From an optimization exercise on the open Yosys and OpenROAD flow, aimed at small area and a short achievable clock period; shortcuts taken in it are not production practice.
The RTL was checked by simulation tests, not by an equivalence proof against the original design.
The flow treats the clock pin as an ideal source, which a real chip does not have.

## rev 12
// bbtronenhancedCPU
module bbtronenhancedCPU (clock, reset, switches, instr_addr, instr_data, wire_out1, wire_out2, wire_out3, wire_negative);
==> flow/config.mk <==
export PLATFORM = sky130hd
export DESIGN_NAME = bbtronenhancedCPU
export DESIGN_NICKNAME = bbtronenhancedCPU
export VERILOG_FILES = /design/flow/design.v
export SDC_FILE = /design/flow/constraint.sdc
export NUM_CORES = 4
export LEC_CHECK = 0
export ABC_AREA = 1
export CAP_MARGIN = 20
export CORE_MARGIN = 2
export CORE_UTILIZATION = 45
export PLACE_DENSITY = 0.65
export SLEW_MARGIN = 20
==> flow/constraint.sdc <==
create_clock -name core_clock -period 140.0 [get_ports {clock}]
set_input_delay 28.0000 -clock core_clock [delete_from_list [all_inputs] [get_ports {clock}]]
set_output_delay 28.0000 -clock core_clock [all_outputs]
set_load 0.01 [all_outputs]
standard.sh (not shown) runs the stock make flow with config.mk's settings and CLKGATE_MAP_FILE= SYNTH_SCRIPT=/design/flow/synth_recipe.tcl, a recipe that flattens the netlist after the stock synthesis.
==> flow/flow/run.sh <==
#!/bin/bash
# The standard layout (standard.sh) with one extra step: after clock tree
# synthesis, flow/post_cts.tcl runs a further setup repair pass (ORFS's
# POST_CTS_TCL hook). Each tool's output goes to a log file in this folder.
set -euo pipefail
here=$(pwd)
export POST_CTS_TCL="$here/flow/post_cts.tcl"
bash standard.sh synth > "$here/standard_synth.log" 2>&1
bash standard.sh > "$here/standard_layout.log" 2>&1
==> flow/flow/post_cts.tcl <==
# Extra setup repair after CTS. The design's clock period leaves positive
# slack, so ORFS's own repair pass stops at once; this one keeps resizing and
# buffering the critical paths until they gain the margin below (or no move
# helps), then legalises the placement again. Only resizing and buffering:
# no pin swaps, gate clones or buffer removal, so the netlist keeps the
# synthesized logic structure gate for gate.
if { [env_var_exists_and_non_empty DONT_USE_CELLS] } {
  set_dont_use $::env(DONT_USE_CELLS)
}
estimate_parasitics -placement
report_worst_slack -max
repair_timing -setup -setup_margin 80 -repair_tns 0 -skip_pin_swap -skip_gate_cloning -skip_buffer_removal -verbose
detailed_placement
check_placement -verbose
estimate_parasitics -placement
report_worst_slack -max
report_worst_slack -min
Modified inputs, rev 13 compared to rev 12
Settings: a change of PLACE_DENSITY from 0.65 to 0.6; a change of CORE_UTILIZATION from 45 to 40.
==> flow/run.sh (new file) <==
#!/bin/bash
# synth_recipe.tcl (not shown) runs the flow's synth.tcl, then flattens the netlist and writes it again
# the make line also repeats each setting of config.mk as NAME=value (left out here)
make -C /OpenROAD-flow-scripts/flow DESIGN_CONFIG=/design/flow/config.mk WORK_HOME=/design/flow/orfs CLKGATE_MAP_FILE= SYNTH_SCRIPT=/design/flow/synth_recipe.tcl finish
removed: flow/flow/run.sh
removed: flow/flow/post_cts.tcl
removed: flow/standard.sh
==> comparison <==
Per the comparison of rev 13 with rev 12, area of the core grew by 12%; data arrival time of the worst path climbed 21470 ps; final net count lost 597.
Having completed the whole flow, rev 13 delivered a layout that passed the timing, design-rule and antenna checks.
The flow did not stop early for rev 12: all stages ran, and the layout cleared the timing, design-rule and antenna checks.

Starting RTL as in the previous note.
Settings: LEC_CHECK=0, ABC_AREA=1, CAP_MARGIN=20, CORE_MARGIN=2, CORE_UTILIZATION=40, PLACE_DENSITY=0.6, SLEW_MARGIN=20; clock period 140.0 ns.
==> flow/flow/run.sh <==
#!/bin/bash
# The standard layout (standard.sh) with one extra step: after clock tree
# synthesis, flow/post_cts.tcl runs a further setup repair pass (ORFS's
# POST_CTS_TCL hook). Each tool's output goes to a log file in this folder.
set -euo pipefail
here=$(pwd)
export POST_CTS_TCL="$here/flow/post_cts.tcl"
bash standard.sh synth > "$here/standard_synth.log" 2>&1
bash standard.sh > "$here/standard_layout.log" 2>&1
==> flow/flow/post_cts.tcl <==
if { [env_var_exists_and_non_empty DONT_USE_CELLS] } {
  set_dont_use $::env(DONT_USE_CELLS)
}
estimate_parasitics -placement
report_worst_slack -max
repair_timing -setup -setup_margin 53 -repair_tns 0 -skip_pin_swap -skip_gate_cloning -skip_buffer_removal -verbose
detailed_placement
check_placement -verbose
estimate_parasitics -placement
report_worst_slack -max
report_worst_slack -min
==> next run, changes <==
--- a/flow/flow/post_cts.tcl
+++ b/flow/flow/post_cts.tcl
@@ -0,0 +1,6 @@
+# Extra setup repair after CTS. The design's clock period leaves positive
+# slack, so ORFS's own repair pass stops at once; this one keeps resizing and
+# buffering the critical paths until they gain the margin below (or no move
+# helps), then legalises the placement again. Only resizing and buffering:
+# no pin swaps, gate clones or buffer removal, so the netlist keeps the
+# synthesized logic structure gate for gate.
@@ -6 +12 @@
-repair_timing -setup -setup_margin 53 -repair_tns 0 -skip_pin_swap -skip_gate_cloning -skip_buffer_removal -verbose
+repair_timing -setup -setup_margin 80 -repair_tns 0 -skip_pin_swap -skip_gate_cloning -skip_buffer_removal -verbose
After rerunning:
- final cell count came out higher by 1.4%
- maximum frequency came out higher by 0.37%
- synthesized cell count is unchanged
- critical path depth came out lower by 6
- die area stays the same
- cell area came out higher by 2.1%
- non-clock buffer count came out higher by 250
- clock-buffer cell count is unchanged
- wire length came out higher by 1.7%
- worst setup slack improves by 330 ps
- via count came out higher by 1.6%
==> next run, changes <==
--- a/flow/flow/post_cts.tcl
+++ b/flow/flow/post_cts.tcl
@@ -4,3 +4 @@
-# helps), then legalises the placement again. Only resizing and buffering:
-# no pin swaps, gate clones or buffer removal, so the netlist keeps the
-# synthesized logic structure gate for gate.
+# helps), then legalises the placement again.
@@ -12 +10 @@
-repair_timing -setup -setup_margin 80 -repair_tns 0 -skip_pin_swap -skip_gate_cloning -skip_buffer_removal -verbose
+repair_timing -setup -setup_margin 80 -repair_tns 0 -verbose
The changed run passed the timing, design-rule and antenna checks.
Routed wire length shrinks slightly.
Sequential share of layout area grows by 0.83 points.
Synthesized cell count is unchanged.
Area after synthesis is unchanged.
Maximum frequency shrinks slightly.
Final cell count shrinks slightly.

separate check: timing with driven ports:
The flow's constraints put no driver on any port. The routed layouts listed below were extracted and timed again, unchanged, in two steps.
Step 1 assumes that a clkbuf_16 drives the clock port and a buf_2 every other input.
Step 2 also shifts input and output timing later by t, the mid clock arrival at the registers, as if the neighbouring blocks saw the same clock.
Three values: ideal ports, drivers, drivers and shift; two values: the first two.
| run | t (ns) | setup WS [ns] | hold WS [ns] | latest minus earliest clock arrival (ns) |
|---|---|---|---|---|
| rev 12 | 0.977 | 50.700 / 50.716 / 49.739 | 0.478 / 0.478 / 0.478 | 0.121 / 0.122 |
| rev 13 | 0.924 | 28.994 / 29.035 / 28.110 | 0.475 / 0.475 / 0.475 | 0.079 / 0.079 |
| the first run of note 2 | 0.932 | 50.507 / 50.552 / 49.620 | 0.477 / 0.477 / 0.477 | 0.080 / 0.080 |
| the second run of note 2 | 0.930 | 50.841 / 50.866 / 49.936 | 0.473 / 0.473 / 0.473 | 0.078 / 0.078 |
| the third run of note 2 | 0.932 | 49.374 / 49.411 / 48.479 | 0.476 / 0.476 / 0.476 | 0.079 / 0.080 |
After both steps setup and hold are still met in every run listed. The setup slack of rev 12, which loses most, moves by +0.016 ns with the drivers and by -0.961 ns with both steps.
